Context: an optimization exercise on an open-source flow, tuned for small area, a short achievable clock period and few clock cycles per item. The choices shown serve that exercise and are no tape-out recipe.
The RTL was checked by simulation tests, not by an equivalence proof against the original design.

==> flow/design.v (excerpt) <==
module LWC ( 
   do_data, pdi_ready, sdi_ready, do_valid, do_last,
   pdi_data, sdi_data, pdi_valid, sdi_valid, do_ready, clk, rst
   ) ;
   output [31:0] do_data;
   output        pdi_ready, sdi_ready;
   output        do_valid, do_last;
   input [31:0]  pdi_data, sdi_data;
   input         pdi_valid, sdi_valid, do_ready;
   input         clk, rst;
   localparam R = 2;
   localparam IDLE = 0,  KLD = 1,  KHD = 2,  KW  = 3,
              ADH  = 4,  ADS = 5,  ADT = 6,  NH  = 7,
              NW   = 8,  NWT = 9,  MH  = 10, MS  = 11,
              TH   = 12, TW  = 13, ST  = 14, VH  = 15,
              VW   = 16, VS  = 17;
   localparam NS = 18;
   localparam C_AD = 2'd0, C_N = 2'd1, C_M = 2'd2;
   reg [127:0] S, K, T3, NB, T2;
   reg [63:0]  Z;
   reg [NS-1:0] st;
   reg [1:0]   g;              
   reg [1:0]   wc;             
   reg [11:0]  hi;             
   reg [3:0]   lo;             
   reg         full, blast;    
   reg         dec, fail, sclr;
   reg         tpart;
   reg         busy, par;
   reg [5:0]   rc;
   reg [1:0]   ctype;
   reg [1:0]   twc;            
   reg         tth, ttw, tst, tvs;    
   wire [127:0] ks2a, ks3a, ks2, ks3, rout1, rout;
   wire [5:0]   rc2 = {rc[4:0], rc[5] ^ rc[4] ^ 1'b1};
   wire [63:0]  rk  = ((R == 1 && par) ? 64'h0 : Z) ^ T2[127:64] ^ T3[127:64];
   wire         last_rnd;
   SkinnyRound RND1 (.X(S), .RK(rk), .RC(rc), .Y(rout1));
==> flow/config.mk <==
export PLATFORM = sky130hd
export DESIGN_NAME = LWC
export DESIGN_NICKNAME = LWC
export VERILOG_FILES = /design/flow/design.v
export SDC_FILE = /design/flow/constraint.sdc
export NUM_CORES = 4
export LEC_CHECK = 0
export ABC_AREA = 1
export CAP_MARGIN = 20
export CORE_MARGIN = 2
export CORE_UTILIZATION = 55
export SETUP_SLACK_MARGIN = 1.5
export SLEW_MARGIN = 20
==> flow/constraint.sdc <==
create_clock -name core_clock -period 5.5 [get_ports {clk}]
set_input_delay 1.1000 -clock core_clock [delete_from_list [all_inputs] [get_ports {clk}]]
set_output_delay 1.1000 -clock core_clock [all_outputs]
set_load 0.01 [all_outputs]
run.sh (not shown) runs the stock make flow with config.mk's settings and CLKGATE_MAP_FILE= SYNTH_SCRIPT=/design/flow/synth_recipe.tcl, a recipe that flattens the netlist after the stock synthesis.
The baseline completed without violations.
Testbench counts at the start, summed over its fixed seeds: cycles 34,200, bytes 18,726.
Next try:
Settings changed: SETUP_SLACK_MARGIN 1.5 to 1.8.
Die area does not change. Wire length hardly moves. Clock-buffer cell count rose by 11. Sequential share of layout area fell by 1.2 points. Cell area rose by 3.6%. Setup slack is better by 0.41 ns. Final cell count rose by 1.1%. Global-route usage fell by 0.25 points. Non-clock buffer count rose by 67. Register-to-register slack is better by 0.45 ns.
Next try:
Settings changed: CORE_UTILIZATION 55 to 70, SETUP_SLACK_MARGIN 1.8 to 1.0.
The changed run died in global routing with GRT-0116.
Area after synthesis is unchanged.
Synthesized cell count does not change.
Next try:
Settings changed: ABC_AREA 1 to unset, CORE_UTILIZATION 70 to 55.
This time the run ran to the end with no violations. Area after synthesis goes down slightly. Synthesized cell count is lower by about a fifth.

========
Starting RTL as in the previous note.
Settings: LEC_CHECK=0, ABC_AREA=1, CAP_MARGIN=20, CORE_MARGIN=2, CORE_UTILIZATION=55, SETUP_SLACK_MARGIN=1.65, SLEW_MARGIN=20; clock period 5.5 ns.
The first run finished with timing, DRC and antenna clean.
Testbench counts at the start, summed over its fixed seeds: cycles 34,200, bytes 18,726.
==> next run, changes <==
- SETUP_SLACK_MARGIN: 1.65 -> 2.0
Fmax climbs by about 6.5%.
Wire length climbs by 2.0%.
Via count climbs by 2.7%.
Sequential share of layout area drops by 2.1 points.
Non-clock buffer count climbs by 142.
Die area is unchanged.
Final area climbs by 6.8%.
First-iteration DRC count drops by about 5.4%.
Global-route usage climbs by 0.13 points.
Clock-buffer cell count climbs by 11.
==> next run, changes <==
- SETUP_SLACK_MARGIN: 2.0 -> 1.0
The changed run completed with no timing, DRC or antenna violations.
First-iteration DRC count increases by 1.9%.
Routed wire length decreases by 2.8%.
Critical path depth increases by 15.
Synthesized cell count stays the same.
Worst hold slack gets better by 0.011 ns.
==> next run, changes <==
- CTS_BUF_LIST: default -> sky130_fd_sc_hd__clkbuf_4 sky130_fd_sc_hd__clkbuf_8
Cell area hardly moves.
Maximum frequency goes down by 2.0%.
Setup slack loses 0.091 ns.
Cell count came out higher by 1.1%.

========
main:
Starting RTL as in the previous note.
Settings: LEC_CHECK=0, CAP_MARGIN=20, CORE_MARGIN=2, CORE_UTILIZATION=55, SETUP_SLACK_MARGIN=1.8, SLEW_MARGIN=20; clock period 5.5 ns.
Testbench counts of main, summed over its fixed seeds: cycles 34,200, bytes 18,726.
What the feature branch does differently from main at the input level:
diff --git a/flow/config.mk b/flow/config.mk
--- a/flow/config.mk
+++ b/flow/config.mk
@@ -6,7 +6,8 @@
 export NUM_CORES = 4
 export LEC_CHECK = 0
+export ABC_AREA = 1
 export CAP_MARGIN = 20
 export CORE_MARGIN = 2
 export CORE_UTILIZATION = 55
-export SETUP_SLACK_MARGIN = 1.8
+export SETUP_SLACK_MARGIN = 1.25
 export SLEW_MARGIN = 20
### Flow results
The feature branch ended up with do_data[4] as its worst setup path endpoint; main ended up with S[120]$_DFF_P_.
The feature branch ended with every stage complete and zero timing, DRC or antenna violations.
Looking at wire length across both flows, the feature branch is the weaker of the two, with main ahead.
[compare] base=main new=the feature branch: number of buffers created by CTS lower, final critical-path setup slack closely matched the old numbers, via total after detailed routing picked up an extra 3231, sequential element share of the synthesized area now sits lower.
Run comparison: main slowest stage cell on the critical path sky130_fd_sc_hd__xnor3_2; the feature branch slowest stage cell on the critical path sky130_fd_sc_hd__clkdlybuf4s50_1

-- what the ideal ports hide --
How much do the figures lean on ideal ports? The routed layouts below were timed once more, with nothing changed but the port constraints.
Step 1, drivers: a clkbuf_16 drives clk and a buf_2 each remaining input, both assumed.
Step 2 moves the port delays by t, midway between the first and last clock arrival at a register: inputs arrive t later, outputs are due t later. That takes back most of the time a late clock gives input paths.
a / b / c = no drivers / after step 1 / after step 2; a / b = the first two.
run | shift t [ns] | setup slack, ns | hold slack, ns | worst setup path after step 2 | clock arrival spread, ns
the first run of note 1 | 0.724 | 1.408 / 1.408 / 1.080 | 0.333 / 0.333 / 0.333 | input to register | 0.075 / 0.075
the second run of note 1 | 0.726 | 1.821 / 1.748 / 1.374 | 0.322 / 0.322 / 0.322 | input to register | 0.054 / 0.054
the fourth run of note 1 | 0.724 | 1.071 / 1.004 / 1.071 | 0.332 / 0.332 / 0.332 | register to register | 0.049 / 0.049
the first run of note 2 | 0.720 | 1.594 / 1.594 / 1.204 | 0.332 / 0.332 / 0.332 | input to register | 0.075 / 0.074
the second run of note 2 | 0.728 | 1.831 / 1.766 / 1.604 | 0.323 / 0.323 / 0.323 | input to register | 0.054 / 0.053
the third run of note 2 | 0.715 | 1.129 / 1.073 / 0.654 | 0.334 / 0.334 / 0.334 | input to register | 0.075 / 0.075
the fourth run of note 2 | 0.851 | 1.038 / 0.971 / 0.635 | 0.277 / 0.277 / 0.277 | input to register | 0.100 / 0.100
main | 0.714 | 1.325 / 1.325 / 1.325 | 0.331 / 0.331 / 0.331 | register to register | 0.037 / 0.037
the feature branch | 0.720 | 1.327 / 1.256 / 0.917 | 0.340 / 0.340 / 0.340 | input to register | 0.075 / 0.076
After both steps every run listed still meets setup and hold. The setup slack of the third run of note 2, which loses most, moves by -0.056 ns with the drivers and by -0.475 ns with both steps.
